From an optimization exercise on the open Yosys and OpenROAD flow, aimed at small area, a short achievable clock period and few clock cycles; shortcuts taken in it are not production practice. Function was checked by simulation only, so behaviour that the tests miss may differ from the original.

## fib
module fib (
        ap_clk,
        ap_rst,
        ap_start,
        ap_done,
        ap_idle,
        ap_ready,
        n,
        ap_return
);
input   ap_clk;
input   ap_rst;
input   ap_start;
output   ap_done;
output   ap_idle;
output   ap_ready;
input  [31:0] n;
output  [63:0] ap_return;
reg busy;         
reg done_r;       
reg idle_r;       
reg init;         
reg [5:0] ph;     
reg cy;           
reg bw;           
reg nz;           
reg [63:0] a;     
reg [63:0] b;     
reg [31:0] r;     
wire in_tab = (n[31:7] == 25'd0);
wire [63:0] rom;
fib_rom u_rom (
    .x0(n[6]), .x1(n[5]), .x2(n[4]), .x3(n[3]), .x4(n[2]), .x5(n[1]), .x6(n[0]),
    .z00(rom[0]),
    .z01(rom[1]),
    .z02(rom[2]),
    .z03(rom[3]),
    .z04(rom[4]),
    .z05(rom[5]),
    .z06(rom[6]),
    .z07(rom[7]),
    .z08(rom[8]),
    .z09(rom[9]),
    .z10(rom[10]),
    .z11(rom[11]),
    .z12(rom[12]),
    .z13(rom[13]),
    .z14(rom[14]),
    .z15(rom[15]),
    .z16(rom[16]),
    .z17(rom[17]),
    .z18(rom[18]),
    .z19(rom[19]),
    .z20(rom[20]),
    .z21(rom[21]),
    .z22(rom[22]),
    .z23(rom[23]),
    .z24(rom[24]),
    .z25(rom[25]),
    .z26(rom[26]),
    .z27(rom[27]),
    .z28(rom[28]),
    .z29(rom[29]),
    .z30(rom[30]),
    .z31(rom[31]),
    .z32(rom[32]),
    .z33(rom[33]),
  ...
clock: 4.5 ns
lec_check: 0
abc_area: 1
cap_margin: 20
cell_pad_in_sites_detail_placement: 1
cell_pad_in_sites_global_placement: 2
core_margin: 2
core_utilization: 30
cts_buf_list: sky130_fd_sc_hd__clkbuf_8
cts_cluster_size: 20
place_density: 0.42
setup_slack_margin: 2.3
slew_margin: 20
standard.sh (not shown) runs the stock make flow with config.mk's settings and CLKGATE_MAP_FILE= SYNTH_SCRIPT=/design/flow/synth_recipe.tcl, a recipe that flattens the netlist after the stock synthesis.
==> flow/flow/run.sh <==
#!/bin/bash
# The standard layout, with plain buffers (rather than delay cells) on the ports, sizing free to
# change a cell's footprint, and no half/full-adder extraction in synthesis (the only adder is a
# 6-bit counter; extraction mostly turns XOR pairs of the table logic into half-adder cells).
set -euo pipefail
bash standard.sh \
  ADDER_MAP_FILE= \
  "BUFFER_PORTS_ARGS=-buffer_cell sky130_fd_sc_hd__buf_2" \
  MATCH_CELL_FOOTPRINT=0 \
  finish > standard_flow.log 2>&1
Testbench counts at the start, summed over its fixed seeds: cycles 1,024.
==> next run, changes <==
==> flow/flow/run.sh (replaced) <==
#!/bin/bash
# The standard layout, with plain buffers (rather than delay cells) on the ports, and sizing free
# to change a cell's footprint so those buffers and the logic can be resized for timing.
set -euo pipefail
bash standard.sh \
  "BUFFER_PORTS_ARGS=-buffer_cell sky130_fd_sc_hd__buf_2" \
  MATCH_CELL_FOOTPRINT=0 \
  finish > standard_flow.log 2>&1
PLACE_DENSITY = 0.35   (was 0.42)
Result:
- The new run ran to the end with no violations
- synthesized area went up by about 3.7%
- worst setup slack got worse by 0.0051 ns
- cell count went down by about 0.6%
- die area went up by 3.6%
- global-route usage went up by 0.44 points
- non-clock buffer count went down by 25
- hold slack got worse by 0.0050 ns
==> next run, changes <==
CORE_UTILIZATION = 40   (was 30)
CTS_BUF_LIST = not set   (was sky130_fd_sc_hd__clkbuf_8)
CTS_CLUSTER_SIZE = not set   (was 20)
PLACE_DENSITY = 0.45   (was 0.35)
What happened: The changed run stopped in global routing (5_1_grt); synthesized area is unchanged; synthesized cell count stays the same.

Another version of the RTL of fib (not shown whole).
For scale: ~1300 cells after synthesis, about 170 flip-flops, about 100 I/O pins.
clock: 4.5 ns
lec_check: 0
cap_margin: 20
cell_pad_in_sites_detail_placement: 1
cell_pad_in_sites_global_placement: 2
core_margin: 2
core_utilization: 30
place_density: 0.35
setup_slack_margin: 2.2
slew_margin: 20
run.sh (not shown) runs the stock make flow with config.mk's settings and CLKGATE_MAP_FILE= SYNTH_SCRIPT=/design/flow/synth_recipe.tcl, a recipe that flattens the netlist after the stock synthesis.
Stock flow here: none of the scripts above is used.
Testbench counts at the start, summed over its fixed seeds: cycles 1,024.
Next try:
==> flow/flow/run.sh (new file) <==
#!/bin/bash
# The standard layout, with plain buffers (rather than delay cells) on the ports, and sizing free
# to change a cell's footprint so those buffers and the logic can be resized for timing.
set -euo pipefail
bash standard.sh \
  "BUFFER_PORTS_ARGS=-buffer_cell sky130_fd_sc_hd__buf_2" \
  MATCH_CELL_FOOTPRINT=0 \
  finish > standard_flow.log 2>&1
==> flow/standard.sh (new file) <==
#!/bin/bash
# synth_recipe.tcl (not shown) runs the flow's synth.tcl, then flattens the netlist and writes it again
# the make line also repeats each setting of config.mk as NAME=value (left out here)
make -C /OpenROAD-flow-scripts/flow DESIGN_CONFIG=/design/flow/config.mk WORK_HOME=/design/flow/orfs CLKGATE_MAP_FILE= SYNTH_SCRIPT=/design/flow/synth_recipe.tcl "${@:-finish}"
Settings changed: ABC_AREA set to 1, CELL_PAD_IN_SITES_DETAIL_PLACEMENT 1 to unset, CELL_PAD_IN_SITES_GLOBAL_PLACEMENT 2 to unset, SETUP_SLACK_MARGIN 2.2 to unset, SYNTH_MEMORY_MAX_BITS set to 16384.
removed: flow/run.sh
What happened: Sequential share of layout area rises by 8.3 points; via count went down by 8.9%; cell count is higher by 3.3%; routed wire length shrinks by 14%; final area goes down by 28%; core utilization goes down by 11 points.

-- re-timing with driven ports --
No port has a modelled driver above. Below, the same layouts with a new extraction and two added sets of constraints.
Step 1: set_driving_cell puts a clkbuf_16 on ap_clk and a buf_2 on each other input, an assumption about the parent block.
Step 2 moves the port delays by t, midway between the first and last clock arrival at a register: inputs arrive t later, outputs are due t later. That takes back most of the time a late clock gives input paths.
Slacks: no drivers / after step 1 / after step 2; pairs: no drivers / after step 1.
run	shift t [ns]	setup slack, ns	latest minus earliest clock arrival (ns)	slew at the worst register clock pin (ns)
the first run of note 1	0.567	2.152 / 2.140 / 1.573	0.025 / 0.024	0.12 / 0.12
the second run of note 1	0.579	2.147 / 2.116 / 1.537	0.026 / 0.026	0.11 / 0.11
the first run of note 2	0.546	1.998 / 1.986 / 1.439	0.025 / 0.025	0.10 / 0.10
the second run of note 2	0.508	0.947 / 0.987 / 0.478	0.020 / 0.019	0.09 / 0.09
After both steps every run listed still meets setup and hold. For the second run of note 1, which loses most, drivers alone change the setup slack by -0.031 ns; drivers and shift together by -0.610 ns.
